Background: an optimization exercise with open tools, aiming at small area, a short achievable clock period and few clock cycles per item. Do not read the settings as production practice.
RTL that was checked went through simulation tests only; none was proved equivalent to the original.
Power and IR drop assume default switching activity.

==> inputs of run a <==
==> flow/design.v <==
module SHA1_hash (
    input              clk,
    input              nreset,
    input              start_hash,
    input      [31:0]  message_addr,
    input      [31:0]  message_size,
    output     [159:0] hash,
    output reg         done,
    input      [31:0]  port_A_data_out,
    output     [15:0]  port_A_addr
);
localparam [31:0] H0I = 32'h67452301, H1I = 32'hefcdab89, H2I = 32'h98badcfe,
                  H3I = 32'h10325476, H4I = 32'hc3d2e1f0;
localparam [31:0] K0 = 32'h5a827999, K1 = 32'h6ed9eba1, K2 = 32'h8f1bbcdc,
                  K3 = 32'hca62c1d6;
reg        run;         
reg        first;       
reg        lastblk;     
reg        past;        
reg [6:0]  t;           
reg [14:0] rq;          
reg [13:0] raddr;       
reg        c_inc;       
reg        c_ld;        
reg        c_part;      
reg        c_len;       
reg        c_hupd;      
reg        c_hxa, c_hxa2;   
reg        c_ldc, c_ldc2;   
reg        c_ldb;       
reg        c_lda, c_lda2;   
reg [1:0]  c_k, c_k2;   
reg        c_ch, c_maj, c_ch2, c_maj2;  
reg        first2;
reg        c_fin;       
assign port_A_addr = {raddr, 2'b00};
wire start  = !run && !done && start_hash;
wire finish = run && c_fin;
wire run_n  = start || (run && !c_fin);
wire       first_n = !run || (first && t != 7'd81);
wire [6:0] tn = !run ? 7'd76 : (t == 7'd81) ? 7'd0 : t + 7'd1;
wire       ldn = (tn >= 7'd79) || (tn <= 7'd12);
always @(posedge clk or negedge nreset) begin
    if (!nreset) begin
        run    <= 1'b0;
        done   <= 1'b0;
        raddr  <= 14'd0;
        c_hupd <= 1'b0;
        c_hxa2 <= 1'b0;
        c_ldc2 <= 1'b0;
        c_lda2 <= 1'b0;
        c_k2   <= 2'd0;
        c_ch2  <= 1'b0;
        c_maj2 <= 1'b0;
        first2 <= 1'b1;
    end else begin
        c_hxa2 <= (tn >= 7'd79);
        c_ldc2 <= (tn == 7'd79) || (tn == 7'd80);
        c_lda2 <= (tn >= 7'd80);
        c_k2   <= (tn <= 7'd16 || tn >= 7'd79) ? 2'd0 :
                  (tn <= 7'd36) ? 2'd1 : (tn <= 7'd56) ? 2'd2 : 2'd3;
        c_ch2  <= (tn <= 7'd18) || (tn == 7'd81);
        c_maj2 <= (tn >= 7'd39) && (tn <= 7'd58);
        first2 <= first_n;
        run    <= run_n;
        c_hupd <= run_n && (tn >= 7'd76) && (tn <= 7'd80);
        if (finish)
            done <= 1'b1;
        if (start)
            raddr <= message_addr[15:2];
        else if (run && c_inc)
            raddr <= raddr + 14'd1;
    end
end
always @(posedge clk) begin
    t      <= tn;
    c_inc  <= (tn >= 7'd78) || (tn <= 7'd11);
    c_ld   <= ldn;
    c_part <= ldn && (c_ld ? (rq == 15'd1) : (rq == 15'd0));
    c_len  <= (tn == 7'd12) && past;
    c_hxa  <= (tn >= 7'd79);
    c_ldc  <= (tn == 7'd79) || (tn == 7'd80);
    c_ldb  <= (tn == 7'd80);
    c_lda  <= (tn >= 7'd80);
    c_k    <= (tn <= 7'd16 || tn >= 7'd79) ? 2'd0 :
              (tn <= 7'd36) ? 2'd1 : (tn <= 7'd56) ? 2'd2 : 2'd3;
    c_ch   <= (tn <= 7'd18) || (tn == 7'd81);
    c_maj  <= (tn >= 7'd39) && (tn <= 7'd58);
    c_fin  <= (tn == 7'd80) && lastblk;
    first <= first_n;
    if (!run) begin
        rq      <= message_size[16:2];
        lastblk <= 1'b0;
        past    <= 1'b0;
    end else begin
        if (c_ld)
            rq <= rq - 15'd1;
        if (c_ld && c_part)
            past <= 1'b1;
        if (c_ld && c_len)
            lastblk <= 1'b1;
    end
end
wire [31:0] word_in = {port_A_data_out[7:0], port_A_data_out[15:8],
                       port_A_data_out[23:16], port_A_data_out[31:24]};
wire        w_full = !past && !c_part;
reg  [31:0] mword;
always @* begin
    if (w_full)
        mword = word_in;
    else if (c_part)
        case (message_size[1:0])
            2'd0: mword = 32'h80000000;
            2'd1: mword = {word_in[31:24], 24'h800000};
            2'd2: mword = {word_in[31:16], 16'h8000};
            default: mword = {word_in[31:8], 8'h80};
        endcase
    else if (c_len)
        mword = {12'd0, message_size[16:0], 3'b000};
    else
        mword = 32'd0;
end
reg  [31:0] W [0:15];
wire [31:0] wx = W[13] ^ W[8] ^ W[2] ^ W[0];
integer i;
always @(posedge clk) begin
    for (i = 0; i < 15; i = i + 1)
        W[i] <= W[i+1];
    W[15] <= c_ld ? mword : {wx[30:0], wx[31]};
end
reg [31:0] A, B, C, CK, Y, Z;
reg [31:0] Q0, Q1, Q2, Q3, Q4;
assign hash = {Q0, Q1, Q2, Q3, Q4};
wire [31:0] Br = {B[1:0], B[31:2]};    
function [31:0] kof;
    input [1:0] k;
    case (k)
        2'd0: kof = K0;
        2'd1: kof = K1;
        2'd2: kof = K2;
        default: kof = K3;
    endcase
endfunction
wire [31:0] k_lo = kof(c_k);
wire [31:0] k_hi = kof(c_k2);
wire [31:0] kz = {k_hi[31:16], k_lo[15:0]};
function [15:0] f16;
    input ch, maj;
    input [15:0] a, b, c;
    f16 = ch  ? ((a & b) | (~a & c)) :
          maj ? ((a & b) | (a & c) | (b & c)) :
                (a ^ b ^ c);
endfunction
wire [31:0] fy = {f16(c_ch2, c_maj2, A[31:16], Br[31:16], C[31:16]),
                  f16(c_ch,  c_maj,  A[15:0],  Br[15:0],  C[15:0])};
wire [31:0] Ar = {A[1:0], A[31:2]};    
wire [31:0] hx = {first2 ? 16'd0 : c_hxa2 ? A[31:16] : Ar[31:16],
                  first  ? 16'd0 : c_hxa  ? A[15:0]  : Ar[15:0]};
reg  [31:0] hinit;
always @* begin
    case (t[2:0])
        3'd4: hinit = H4I;    
        3'd5: hinit = H3I;
        3'd6: hinit = H2I;
        3'd7: hinit = H1I;
        default: hinit = H0I;  
    endcase
end
wire [31:0] hq = {first2 ? hinit[31:16] : Q4[31:16],
                  first  ? hinit[15:0]  : Q4[15:0]};
wire [31:0] hsum = hq + hx;
wire [31:0] cin  = c_ldc  ? Q2 : Br;
wire [31:0] cin2 = c_ldc2 ? Q2 : Br;
always @(posedge clk) begin
    Z <= CK + W[15];
    CK <= cin2 + kz;
    Y <= fy + Z;
    A <= {c_lda2 ? Q0[31:16] : 16'd0, c_lda ? Q0[15:0] : 16'd0} |
         ({c_lda2 ? 16'd0 : 16'hffff, c_lda ? 16'd0 : 16'hffff} &
          ({A[26:0], A[31:27]} + Y));
    B <= c_ldb ? {Q1[29:0], Q1[31:30]} : A;
    C <= cin;
    if (c_hupd) begin
        Q0 <= hsum;
        Q1 <= Q0;
        Q2 <= Q1;
        Q3 <= Q2;
        Q4 <= Q3;
    end
end
endmodule
==> flow/flow/run.sh <==
#!/bin/bash
# Own flow: the standard layout, but synthesis maps adders without Yosys's
# full-adder extraction and with a delay-driven ABC script (flow/abc_speed.script).
set -euo pipefail
W=$PWD
rm -rf "$W/scripts_own"
cp -r "$FLOW_HOME/scripts" "$W/scripts_own"
cp "$W/flow/abc_speed.script" "$W/scripts_own/abc_speed.script"
bash standard.sh SCRIPTS_DIR="$W/scripts_own" ADDER_MAP_FILE= synth > "$W/synth.log" 2>&1
bash standard.sh > "$W/layout.log" 2>&1
==> flow/flow/abc_speed.script <==
strash
dch
map -D 1800
buffer -c
upsize -c -D 1800
dnsize -c -D 1800
==> flow/standard.sh <==
#!/bin/bash
# synth_recipe.tcl (not shown) runs the flow's synth.tcl, then flattens the netlist and writes it again
# the make line also repeats each setting of config.mk as NAME=value (left out here)
make -C /OpenROAD-flow-scripts/flow DESIGN_CONFIG=/design/flow/config.mk WORK_HOME=/design/flow/orfs CLKGATE_MAP_FILE= SYNTH_SCRIPT=/design/flow/synth_recipe.tcl "${@:-finish}"
==> flow/config.mk <==
export PLATFORM = sky130hd
export DESIGN_NAME = SHA1_hash
export DESIGN_NICKNAME = SHA1_hash
export VERILOG_FILES = /design/flow/design.v
export SDC_FILE = /design/flow/constraint.sdc
export NUM_CORES = 4
export LEC_CHECK = 0
export CAP_MARGIN = 20
export CORE_MARGIN = 2
export CORE_UTILIZATION = 40
export SETUP_SLACK_MARGIN = 3.0
export SLEW_MARGIN = 20
==> flow/constraint.sdc <==
create_clock -name core_clock -period 6.0 [get_ports {clk}]
set_input_delay 1.2000 -clock core_clock [delete_from_list [all_inputs] [get_ports {clk}]]
set_output_delay 1.2000 -clock core_clock [all_outputs]
set_load 0.01 [all_outputs]
==> run b: changes against run a <==
==> flow/design.v, changed modules only <==
module SHA1_hash (
    input              clk,
    input              nreset,
    input              start_hash,
    input      [31:0]  message_addr,
    input      [31:0]  message_size,
    output     [159:0] hash,
    output reg         done,
    input      [31:0]  port_A_data_out,
    output     [15:0]  port_A_addr
);
localparam [31:0] H0I = 32'h67452301, H1I = 32'hefcdab89, H2I = 32'h98badcfe,
                  H3I = 32'h10325476, H4I = 32'hc3d2e1f0;
localparam [31:0] K0 = 32'h5a827999, K1 = 32'h6ed9eba1, K2 = 32'h8f1bbcdc,
                  K3 = 32'hca62c1d6;
reg        run;         
reg        first;       
reg        lastblk;     
reg        past;        
reg [6:0]  t;           
reg [14:0] rq;          
reg [13:0] raddr;       
reg        c_inc;       
reg        c_ld;        
reg        c_ldw;       
reg        c_part;      
reg        c_len;       
reg        c_hupd;      
reg        c_hxa;       
reg        c_ldc;       
reg        c_ldb;       
reg        c_lda;       
reg [1:0]  c_k;         
reg        c_ch, c_maj; 
reg        c_fin;       
assign port_A_addr = {raddr, 2'b00};
wire start  = !run && !done && start_hash;
wire finish = run && c_fin;
wire run_n  = start || (run && !c_fin);
wire       first_n = !run || (first && t != 7'd81);
wire [6:0] tn = !run ? 7'd76 : (t == 7'd81) ? 7'd0 : t + 7'd1;
wire       ldn = (tn >= 7'd79) || (tn <= 7'd12);
always @(posedge clk or negedge nreset) begin
    if (!nreset) begin
        run    <= 1'b0;
        done   <= 1'b0;
        raddr  <= 14'd0;
        c_hupd <= 1'b0;
    end else begin
        run    <= run_n;
        c_hupd <= run_n && (tn >= 7'd76) && (tn <= 7'd80);
        if (finish)
            done <= 1'b1;
        if (start)
            raddr <= message_addr[15:2];
        else if (run && c_inc)
            raddr <= raddr + 14'd1;
    end
end
always @(posedge clk) begin
    t      <= tn;
    c_inc  <= (tn >= 7'd78) || (tn <= 7'd11);
    c_ld   <= ldn;
    c_ldw  <= run && (t >= 7'd78 || t <= 7'd11);
    c_part <= c_ld ? (rq == 15'd1) : (rq == 15'd0);
    c_len  <= (tn == 7'd12) && past;
    c_hxa  <= (tn >= 7'd79);
    c_ldc  <= (tn == 7'd79) || (tn == 7'd80);
    c_ldb  <= (tn == 7'd80);
    c_lda  <= (tn >= 7'd80);
    c_k    <= (tn <= 7'd16 || tn >= 7'd79) ? 2'd0 :
              (tn <= 7'd36) ? 2'd1 : (tn <= 7'd56) ? 2'd2 : 2'd3;
    c_ch   <= (tn <= 7'd18) || (tn == 7'd81);
    c_maj  <= (tn >= 7'd39) && (tn <= 7'd58);
    c_fin  <= (tn == 7'd80) && lastblk;
    first <= first_n;
    if (!run) begin
        rq      <= message_size[16:2];
        lastblk <= 1'b0;
        past    <= 1'b0;
    end else begin
        if (c_ld)
            rq <= rq - 15'd1;
        if (c_ld && c_part)
            past <= 1'b1;
        if (c_ld && c_len)
            lastblk <= 1'b1;
    end
end
wire [31:0] word_in = {port_A_data_out[7:0], port_A_data_out[15:8],
                       port_A_data_out[23:16], port_A_data_out[31:24]};
wire        w_full = !past && !c_part;
reg  [31:0] mword;
always @* begin
    if (w_full)
        mword = word_in;
    else if (c_part)
        case (message_size[1:0])
            2'd0: mword = 32'h80000000;
            2'd1: mword = {word_in[31:24], 24'h800000};
            2'd2: mword = {word_in[31:16], 16'h8000};
            default: mword = {word_in[31:8], 8'h80};
        endcase
    else if (c_len)
        mword = {12'd0, message_size[16:0], 3'b000};
    else
        mword = 32'd0;
end
reg  [31:0] W [0:15];
wire [31:0] wx = W[13] ^ W[8] ^ W[2] ^ W[0];
integer i;
always @(posedge clk) begin
    for (i = 0; i < 15; i = i + 1)
        W[i] <= W[i+1];
    W[15] <= c_ldw ? mword : {wx[30:0], wx[31]};
end
function [31:0] add32;
    input [31:0] x, y;
    reg [31:0] g, p, g2, p2;
    integer k, d;
    begin
        g = x & y;
        p = x ^ y;
        for (d = 1; d < 32; d = d * 2) begin
            g2 = g;
            p2 = p;
            for (k = 0; k < 32; k = k + 1)
                if (k & d) begin
                    g2[k] = g[k] | (p[k] & g[(k & ~(d - 1)) - 1]);
                    p2[k] = p[k] & p[(k & ~(d - 1)) - 1];
                end
            g = g2;
            p = p2;
        end
        add32 = x ^ y ^ {g[30:0], 1'b0};
    end
endfunction
reg [31:0] A, B, C, CK, Y, Z;
reg [31:0] Q0, Q1, Q2, Q3, Q4;
assign hash = {Q0, Q1, Q2, Q3, Q4};
wire [31:0] Br = {B[1:0], B[31:2]};    
reg [31:0] kz;
always @* begin
    case (c_k)
        2'd0: kz = K0;
        2'd1: kz = K1;
        2'd2: kz = K2;
        default: kz = K3;
    endcase
end
wire [31:0] fy = c_ch  ? ((A & Br) | (~A & C)) :
                 c_maj ? ((A & Br) | (A & C) | (Br & C)) :
                         (A ^ Br ^ C);
wire [31:0] hx = c_hxa ? A : {A[1:0], A[31:2]};
wire [31:0] hsum = add32(Q4, hx);
reg  [31:0] hinit;
always @* begin
    case (t[2:0])
        3'd4: hinit = H4I;    
        3'd5: hinit = H3I;
        3'd6: hinit = H2I;
        3'd7: hinit = H1I;
        default: hinit = H0I;  
    endcase
end
always @(posedge clk) begin
    Z <= add32(CK, W[15]);
    CK <= add32(c_ldc ? Q2 : Br, kz);
    Y <= add32(fy, Z);
    A <= c_lda ? Q0 : add32({A[26:0], A[31:27]}, Y);
    B <= c_ldb ? {Q1[29:0], Q1[31:30]} : A;
    C <= c_ldc ? Q2 : Br;
    if (c_hupd) begin
        Q0 <= first ? hinit : hsum;
        Q1 <= Q0;
        Q2 <= Q1;
        Q3 <= Q2;
        Q4 <= Q3;
    end
end
endmodule
==> flow/flow/run.sh (replaced) <==
#!/bin/bash
# Own flow: the standard layout (standard.sh) with three changes:
# - synthesis maps adders without Yosys's full-adder extraction
#   (ADDER_MAP_FILE empty) and with a delay-driven ABC script
#   (flow/abc_speed.script, copied over ORFS's);
# - ports are buffered with a plain buffer instead of a delay buffer;
# - clock tree sinks are clustered in groups of up to 30, without dummy loads.
# Each step's output goes to a log file of its own here.
set -euo pipefail
W=$PWD
rm -rf "$W/scripts_own"
cp -r "$FLOW_HOME/scripts" "$W/scripts_own"
cp "$W/flow/abc_speed.script" "$W/scripts_own/abc_speed.script"
bash standard.sh SCRIPTS_DIR="$W/scripts_own" ADDER_MAP_FILE= synth > "$W/synth.log" 2>&1
bash standard.sh "BUFFER_PORTS_ARGS=-buffer_cell sky130_fd_sc_hd__buf_2" \
  "CTS_ARGS=-sink_clustering_enable -repair_clock_nets -sink_clustering_size 30 -sink_clustering_max_diameter 60 -buf_list sky130_fd_sc_hd__clkbuf_16 -dont_use_dummy_load" > "$W/layout.log" 2>&1
==> flow/flow/abc_speed.script (replaced) <==
strash
dch
map -D 1800
topo
dnsize -c -D 1800
Settings changed: SETUP_SLACK_MARGIN 3.0 to 3.1, TNS_END_PERCENT set to 10.
==> comparison table <==
Clock tree cell share of total cell area: run b 3.555%; run a 7.050%
Final worst setup slack: run b 3.058 ns; run a 2.898 ns
Slew @ Worst Pin: run b 0.9730 ns; run a 1.028 ns
Global-route wire length before repair: run b 123000 µm; run a 148800 µm
Number of optimization iterations in the first detailed-route pass: run b 5; run a 6
Gpl congestion: run b 0.9187; run a 0.9171
Flip-flop and latch share of the layout cell area: run b 52.53%; run a 46.21%
Synth Area in XOR/XNOR: run b 6.198%; run a 6.788%
Power after layout: run b 0.02222 W; run a 0.02569 W
Bufs w/o clock: run b 325; run a 357
Die Span Y: run b 290.3 µm; run a 301.2 µm
Largest vdd supply drop: run b 0.3079 mV; run a 0.3126 mV
Met3 layer usage reported by global route: run b 2.600%; run a 3.393%
Filler Cells Inserted: run b 7456; run a 8146
Status: run b complete, no violations; run a complete, no violations
Synthesized-area fraction occupied by and/or/nand/nor cells: run b 15.11%; run a 16.06%
Area of all sequential standard cells: run b 20340 µm²; run a 20500 µm²
Testbench counts of run b, summed over its fixed seeds: cycles 214,546, bytes 152,657.
Only the layout flow was run in run a; the RTL was not checked for function there.

what the ideal ports hide:
In the flow no input, the clock included, has a driving cell. The finished layouts below were timed again as built, in two steps. Step 1, drivers: a clkbuf_16 drives clk and a buf_2 each remaining input, both assumed. Step 2 also shifts input and output timing later by t, the mid clock arrival at the registers, as if the neighbouring blocks saw the same clock. Three values: ideal ports, drivers, drivers and shift; two values: the first two.
| run | t (ns) | setup WS [ns] | hold slack, ns | clock arrival spread, ns | slew at the worst register clock pin (ns) |
|---|---|---|---|---|---|
| run a | 0.724 | 2.898 / 2.898 / 2.633 | 0.283 / 0.283 / 0.283 | 0.057 / 0.057 | 0.07 / 0.07 |
| run b | 0.681 | 3.058 / 3.058 / 2.902 | 0.275 / 0.275 / 0.275 | 0.099 / 0.100 | 0.11 / 0.11 |
After both steps every run listed still meets setup and hold. The setup slack of run a, which loses most, moves by 0.000 ns with the drivers and by -0.265 ns with both steps.
